Source: an optimization exercise on an open RTL-to-GDS flow (aim: small area). Production flows keep margins and buffers that such runs may drop. The RTL was checked by simulation tests, not by an equivalence proof against the original design. The clock input has no modelled driver; a real chip could not lean on it and would need a root buffer or a full tree. Power figures rest on the tool's default switching activity, not on a simulated workload.

Setup of build 24:
## microprocessor
module microprocessor #(parameter N = 8, ROM_addressBits = 6, RF_addressBits = 3) (
  input  logic                           clk             ,
  input  logic                           rst_n           ,
  input  logic [ 3+2*(RF_addressBits):0] ROM_data        ,
  input  logic [                  N-1:0] SRAM_data       ,
  output logic                           overflowPC      ,
  output logic                           ROM_readEnable  ,
  output logic                           SRAM_readEnable ,
  output logic                           SRAM_writeEnable,
  output logic [    ROM_addressBits-1:0] ROM_address     ,
  output logic [(2**RF_addressBits)-1:0] SRAM_address    ,
  output logic [                  N-1:0] SRAM_data_in
);
Size in the first run: ~240 cells after synthesis, about 96 flip-flops, about 46 I/O pins, ~2800 um2 of cells after synthesis.
export LEC_CHECK = 0
export CAP_MARGIN = 20
export CORE_MARGIN = 2
export CORE_UTILIZATION = 40
export SLEW_MARGIN = 20
create_clock -name core_clock -period 10.0 [get_ports {clk}]
standard.sh (not shown) runs the stock make flow with config.mk's settings and CLKGATE_MAP_FILE= SYNTH_SCRIPT=/design/flow/synth_recipe.tcl, a recipe that flattens the netlist after the stock synthesis.
==> flow/flow/run.sh <==
#!/bin/bash
# Own layout flow: the standard flow (standard.sh) with three changes:
#  - synthesis is the standard flow's synthesis script (registers and names unchanged),
#    with ABC run with area-oriented scripts (flow/abc_*.script) instead of
#    ORFS's, each with and without first mapping 4:1 multiplexer trees to
#    mux4 cells (yosys muxcover, flow/mux4map.v); each variant is tried in a
#    synthesis-only run and the one giving the smallest cell area is used;
#  - the port buffers are the smallest buffer cell (buf_1);
#  - the clock tree is made by hand (flow/cts_manual.tcl): the registers
#    are split into groups by position, each driven by one buffer, and the
#    clock port drives the buffers; flow/cts_buf.txt holds the buffer cell,
#    the number of groups, how many sinks over an even share a group may
#    take, the estimated slew (ns) above which a buffer is replaced, and the
#    stronger cell that replaces it.
# Each tool's output goes to a log file in this folder: make's output to
# standard.log (and synth_<variant>.log for the trial syntheses); ORFS keeps
# its per-step logs under orfs/logs/.
set -euo pipefail
W=$PWD
mk_synth() {  # $1: abc script, $2: 1 to map mux4 first, $3: output tcl
  {
    if [[ "$2" == 1 ]]; then
      pre="yosys muxcover -mux4; yosys techmap -map $W/flow/mux4map.v;"
    else
      pre=""
    fi
    echo "proc abc {args} { set i [lsearch \$args -script]; if {\$i >= 0} { lset args [expr {\$i+1}] $1 }; $pre yosys abc {*}\$args }"
    cat "$W/synth_recipe.tcl"
  } > "$3"
}
best=""
best_area=""
variants=()
for s in "$W"/flow/abc_*.script; do
  for m in 0 1; do variants+=("$s:$m"); done
done
run_variant() {
  local s=${1%:*} m=${1##*:}
  local name="$(basename "$s" .script)_m$m"
  mk_synth "$s" "$m" "$W/synth_$name.tcl"
  sed -e "s#SYNTH_SCRIPT=[^ ]*#SYNTH_SCRIPT=$W/synth_$name.tcl#" \
      -e "s#WORK_HOME=[^ ]*#WORK_HOME=$W/try_$name#" "$W/standard.sh" > "$W/try_$name.sh"
  bash "$W/try_$name.sh" synth > "$W/synth_$name.log" 2>&1 || true
}
n=0
for v in "${variants[@]}"; do
  run_variant "$v" &
  n=$((n + 1))
  if (( n % 4 == 0 )); then wait; fi
done
wait
for v in "${variants[@]}"; do
  s=${v%:*}; m=${v##*:}
  name="$(basename "$s" .script)_m$m"
  a=$(grep -h "Chip area for module" "$W"/try_$name/reports/*/microprocessor/base/synth_stat.txt 2>/dev/null | awk '{print $NF}' | head -n 1)
  echo "$name ${a:-failed}" >> "$W/synth_choice.log"
  if [[ -n "$a" ]] && { [[ -z "$best_area" ]] || awk -v a="$a" -v b="$best_area" 'BEGIN{exit !(a < b)}'; }; then
    best=$v; best_area=$a
  fi
done
[[ -n "$best" ]] || best="$W/flow/abc_K.script:0"
echo "chosen $(basename "${best%:*}") mux4=${best##*:} $best_area" >> "$W/synth_choice.log"
rm -rf "$W"/try_abc_*
mk_synth "${best%:*}" "${best##*:}" "$W/own_synth.tcl"
sed "s#SYNTH_SCRIPT=[^ ]*#SYNTH_SCRIPT=$W/own_synth.tcl#" "$W/standard.sh" > "$W/own_standard.sh"
grep -q "SYNTH_SCRIPT=$W/own_synth.tcl" "$W/own_standard.sh"
export BUFFER_PORTS_ARGS="-buffer_cell sky130_fd_sc_hd__buf_1"
export PRE_CTS_TCL="$W/flow/cts_manual.tcl"
read -r OWN_CTS_BUF OWN_CTS_GROUPS OWN_CTS_SLACK OWN_CTS_SLEW_NS OWN_CTS_BIG_BUF < "$W/flow/cts_buf.txt"
export OWN_CTS_BUF OWN_CTS_GROUPS OWN_CTS_SLACK OWN_CTS_SLEW_NS OWN_CTS_BIG_BUF
bash "$W/own_standard.sh" > "$W/standard.log" 2>&1
==> flow/flow/abc_R.script <==
strash
 &get -n
 &fraig -x
 &put
 scorr
 dc2
 dretime
 strash
 balance
 rewrite
 refactor
 balance
 rewrite
 rewrite -z
 balance
 refactor -z
 rewrite -z
 balance
 dch -f
 amap
 topo
==> flow/flow/cts_buf.txt <==
sky130_fd_sc_hd__buf_12 3 4 0.126 sky130_fd_sc_hd__buf_16
Other scripts of this flow, unchanged in this note and not shown: flow/flow/abc_J.script, flow/flow/abc_K.script, flow/flow/abc_N.script, flow/flow/abc_O.script, flow/flow/abc_Q.script, flow/flow/cts_manual.tcl, flow/flow/mux4map.v
Input changes introduced in build 1 (baseline for comparison: build 24):
==> flow/flow/cts_buf.txt <==
sky130_fd_sc_hd__buf_12 3 4 0.118 sky130_fd_sc_hd__buf_16
removed: flow/flow/abc_R.script
==> notes.md <==
Between build 24 and build 1, the flow reports routed metal-1 wirelength increasing slightly. Taking build 24 as the reference, in build 1 power share of the clock group has increased; via count essentially unchanged; synthesized area shows no meaningful change; total wire length after detailed routing fell by 0.38%.
Here is what was changed in the inputs of build 53 compared with build 1.
==> flow/flow/cts_buf.txt <==
sky130_fd_sc_hd__buf_12 3 4 0.126 sky130_fd_sc_hd__buf_16
Findings:
Build 53 reached the end of the flow, and the finished layout is clean on the timing, design-rule and antenna checks. Between build 1 and build 53, the difference in core utilization is negligible. The worst-case headroom to the max-slew limit in build 53 sits 1.5 points below the value recorded for build 1. Multiplexer share of the synthesized area came out exactly the same in build 1 and build 53.
In every run of this note, the design's own scripts or RTL, not TritonCTS, make the clock network.

Setup of run 1:
microprocessor, a different RTL version from the one above (not shown whole).
For scale: about 230 cells after synthesis, about 96 flip-flops.
Design microprocessor, start of the top module:
module microprocessor #(parameter N = 8, ROM_addressBits = 6, RF_addressBits = 3) (
  input  logic                           clk             ,
  input  logic                           rst_n           ,
  input  logic [ 3+2*(RF_addressBits):0] ROM_data        ,
  input  logic [                  N-1:0] SRAM_data       ,
  output logic                           overflowPC      ,
  output logic                           ROM_readEnable  ,
  output logic                           SRAM_readEnable ,
  output logic                           SRAM_writeEnable,
  output logic [    ROM_addressBits-1:0] ROM_address     ,
  output logic [(2**RF_addressBits)-1:0] SRAM_address    ,
  output logic [                  N-1:0] SRAM_data_in
);
clock: 10.0 ns
lec_check: 0
cap_margin: 20
core_margin: 2
core_utilization: 40
slew_margin: 20
==> flow/flow/run.sh <==
#!/bin/bash
# Own layout flow: the standard flow (standard.sh) with three changes:
#  - synthesis is the standard flow's synthesis script, with ABC run with an area-oriented
#    script (flow/abc_area.script) instead of ORFS's;
#  - the port buffers are the smallest buffer cell (buf_1);
#  - clock tree synthesis uses the options in flow/cts_args.txt.
# Each tool's output goes to a log file in this folder (make's output to
# standard.log; ORFS keeps its per-step logs under orfs/logs/).
set -euo pipefail
W=$PWD
{
  echo "proc abc {args} { set i [lsearch \$args -script]; if {\$i >= 0} { lset args [expr {\$i+1}] $W/flow/abc_area.script }; yosys abc {*}\$args }"
  cat "$W/synth_recipe.tcl"
} > "$W/own_synth.tcl"
sed "s#SYNTH_SCRIPT=[^ ]*#SYNTH_SCRIPT=$W/own_synth.tcl#" "$W/standard.sh" > "$W/own_standard.sh"
grep -q "SYNTH_SCRIPT=$W/own_synth.tcl" "$W/own_standard.sh"
export BUFFER_PORTS_ARGS="-buffer_cell sky130_fd_sc_hd__buf_1"
export CTS_ARGS="$(cat "$W/flow/cts_args.txt")"
bash "$W/own_standard.sh" > "$W/standard.log" 2>&1
==> flow/flow/abc_area.script <==
strash
 &get -n
 &fraig -x
 &put
 scorr
 dc2
 dretime
 strash
 dc2
 strash
 &get -n
 &dch -f
 &nf -p
 &put
==> flow/flow/cts_args.txt <==
-sink_clustering_enable -repair_clock_nets -dont_use_dummy_load -buf_list sky130_fd_sc_hd__clkbuf_8 -root_buf sky130_fd_sc_hd__clkbuf_8 -sink_clustering_size 25 -sink_clustering_max_diameter 150
Setup changes, run 1 to run 2
==> flow/run.sh (new file) <==
#!/bin/bash
# synth_recipe.tcl (not shown) runs the flow's synth.tcl, then flattens the netlist and writes it again
# the make line also repeats each setting of config.mk as NAME=value (left out here)
make -C /OpenROAD-flow-scripts/flow DESIGN_CONFIG=/design/flow/config.mk WORK_HOME=/design/flow/orfs CLKGATE_MAP_FILE= SYNTH_SCRIPT=/design/flow/synth_recipe.tcl finish
-- flow/config.mk --
<<< run 1, line 7
export LEC_CHECK = 0
export CAP_MARGIN = 20
>>> run 2, line 7
export LEC_CHECK = 0
export ABC_AREA = 1
export CAP_MARGIN = 20
removed: flow/flow/run.sh
removed: flow/flow/abc_area.script
removed: flow/flow/cts_args.txt
removed: flow/standard.sh
==> notes.md <==
Run 2 completed; timing, DRC and antenna clean
Run 1 went all the way through synthesis, placement and routing and the layout is clean on timing, DRC and antenna.
The leakage power total in run 2 sits 0.57 nW above the value recorded for run 1.
Summary — fill cell instance count of the final layout, run 2 relative to run 1: higher, by 80.
Going from run 1 to run 2, critical path depth grew by 5, wire length of the first global-routing pass went up 2000 um, fraction of power consumed by the clock network saw a decrease.
## Diff of input files: run 3 against run 2
==> flow/flow/run.sh (new file) <==
#!/bin/bash
# Standard ORFS layout, with the port buffers made from the smallest buffer
# cell and clock tree synthesis without dummy loads.
set -euo pipefail
export BUFFER_PORTS_ARGS="-buffer_cell sky130_fd_sc_hd__buf_1"
export CTS_ARGS="-sink_clustering_enable -repair_clock_nets -dont_use_dummy_load"
bash standard.sh > standard.log 2>&1
==> flow/standard.sh (new file) <==
#!/bin/bash
# synth_recipe.tcl (not shown) runs the flow's synth.tcl, then flattens the netlist and writes it again
# the make line also repeats each setting of config.mk as NAME=value (left out here)
make -C /OpenROAD-flow-scripts/flow DESIGN_CONFIG=/design/flow/config.mk WORK_HOME=/design/flow/orfs CLKGATE_MAP_FILE= SYNTH_SCRIPT=/design/flow/synth_recipe.tcl "${@:-finish}"
removed: flow/run.sh
Results
Run 3 finished all stages; the layout is clean.
The shortest clock period the worst path allows after layout in run 3 was lower than what run 2 gave.
Largest incremental delay on the critical path, run 2 and run 3: smaller value in run 3
On detailed-route wire length, the lower figure sits with run 3, not run 2.
Cell area reported after detailed placement on run 3 is down relative to run 2.
From run 2 to run 3 the numbers moved as follows: total power of the final layout went down by about 8%, end-of-flow core utilization lost 4.4 points.
Sort run 2 and run 3 by clock power, ascending, and run 3 comes first.
The switching power of run 3 falls short of that of run 2 by 6.6%.
Run 2 → run 3: hold slack decreased 0.012 ns; transition at the pin with the smallest max-transition slack increased 0.021 ns.
## Diff of input files: run 4 against run 3
==> flow/flow/run.sh <==
#!/bin/bash
# Own layout flow: the standard flow (standard.sh) with three changes:
#  - synthesis is the standard flow's synthesis script, with ABC run with an area-oriented
#    script (flow/abc_area.script) instead of ORFS's;
#  - the port buffers are the smallest buffer cell (buf_1);
#  - clock tree synthesis uses the options in flow/cts_args.txt.
# Each tool's output goes to a log file in this folder (make's output to
# standard.log; ORFS keeps its per-step logs under orfs/logs/).
set -euo pipefail
W=$PWD
{
  echo "proc abc {args} { set i [lsearch \$args -script]; if {\$i >= 0} { lset args [expr {\$i+1}] $W/flow/abc_area.script }; yosys abc {*}\$args }"
  cat "$W/synth_recipe.tcl"
} > "$W/own_synth.tcl"
sed "s#SYNTH_SCRIPT=[^ ]*#SYNTH_SCRIPT=$W/own_synth.tcl#" "$W/standard.sh" > "$W/own_standard.sh"
grep -q "SYNTH_SCRIPT=$W/own_synth.tcl" "$W/own_standard.sh"
export BUFFER_PORTS_ARGS="-buffer_cell sky130_fd_sc_hd__buf_1"
export CTS_ARGS="$(cat "$W/flow/cts_args.txt")"
bash "$W/own_standard.sh" > "$W/standard.log" 2>&1
==> flow/flow/abc_area.script (new file) <==
strash
 &get -n
 &fraig -x
 &put
 scorr
 dc2
 dretime
 strash
 dc2
 strash
 &get -n
 &dch -f
 &nf -p
 &put
==> flow/flow/cts_args.txt (new file) <==
-sink_clustering_enable -repair_clock_nets -dont_use_dummy_load
-- flow/config.mk --
<<< run 3, line 7
export LEC_CHECK = 0
export ABC_AREA = 1
export CAP_MARGIN = 20
>>> run 4, line 7
export LEC_CHECK = 0
export CAP_MARGIN = 20
Findings:
Run 4 finished all stages; the layout is clean. Sort run 3 and run 4 by post-synthesis instance area asc -> top: run 4. Final antenna-violating net count essentially unchanged between run 3 and run 4. The inverter count of the layout excluding clock inverters of run 4 falls short of that of run 3 by 42. Changes observed in run 4 relative to run 3: clock network fraction of total power higher, adder and majority cell fraction of the synthesized area grew by 0.30 points. Taking run 3 as the reference, in run 4 post-route worst setup slack down 0.34 ns; switching power total now smaller; maximum clock rate went down by 6.0%.
diff inputs: run 4 => run 5
==> flow/flow/cts_args.txt <==
-sink_clustering_enable -repair_clock_nets -dont_use_dummy_load -buf_list {sky130_fd_sc_hd__clkbuf_4 sky130_fd_sc_hd__clkbuf_8} -sink_clustering_size 12 -sink_clustering_max_diameter 40
==> comparison <==
- No run among run 5 and run 4 stopped early or left any final violation; all are clean.
- The routing usage on met1 was comparable across run 5 and run 4.
- As far as peak fanout along the critical path goes, run 5 and run 4 are indistinguishable; the numbers are identical.
- Re final cell count without fillers: no difference whatsoever between run 4 and run 5.
- Total nets after synthesis came out exactly the same in run 5 and run 4.
- Changes observed in run 5 relative to run 4: vertical die dimension neither gained nor lost much; count of clock buffers in the final design ~0 delta; diode insertion count for antenna repair level; clock transition time at the flip-flop clock pins of the worst setup and hold paths barely changed; global-route wire length before repair saw little to no change.

## static timing again, ports no longer ideal
Ports are ideal in the flow. The routed layouts listed here were re-timed in OpenROAD. Step 1: set_driving_cell puts a clkbuf_16 on clk and a buf_2 on each other input, an assumption about the parent block. Step 2 adds t to the input delays and takes it off the output delays; t is the mean of the earliest and latest rising clock arrival at the registers after step 1. Input paths then give back, and output paths get back, about the clock's delay inside the block. a / b / c = ideal / step 1 / step 2; a / b = the first two.
run | t (ns) | setup WS [ns] | latest minus earliest clock arrival (ns) | cell pins on the clock port's net
build 24 | 0.208 | 4.549 / 4.517 / 4.517 | 0.013 / 0.012 | 3
build 1 | 0.211 | 4.559 / 4.527 / 4.527 | 0.010 / 0.009 | 3
build 53 | 0.208 | 4.549 / 4.517 / 4.517 | 0.013 / 0.012 | 3
run 1 | 0.376 | 4.348 / 4.308 / 4.308 | 0.045 / 0.045 | 1
run 2 | 0.375 | 3.991 / 3.959 / 3.959 | 0.008 / 0.008 | 1
run 3 | 0.359 | 4.685 / 4.659 / 4.659 | 0.020 / 0.020 | 1
run 4 | 0.376 | 4.348 / 4.308 / 4.308 | 0.045 / 0.045 | 1
run 5 | 0.376 | 4.348 / 4.308 / 4.308 | 0.045 / 0.045 | 1
After both steps every run listed still meets setup and hold.
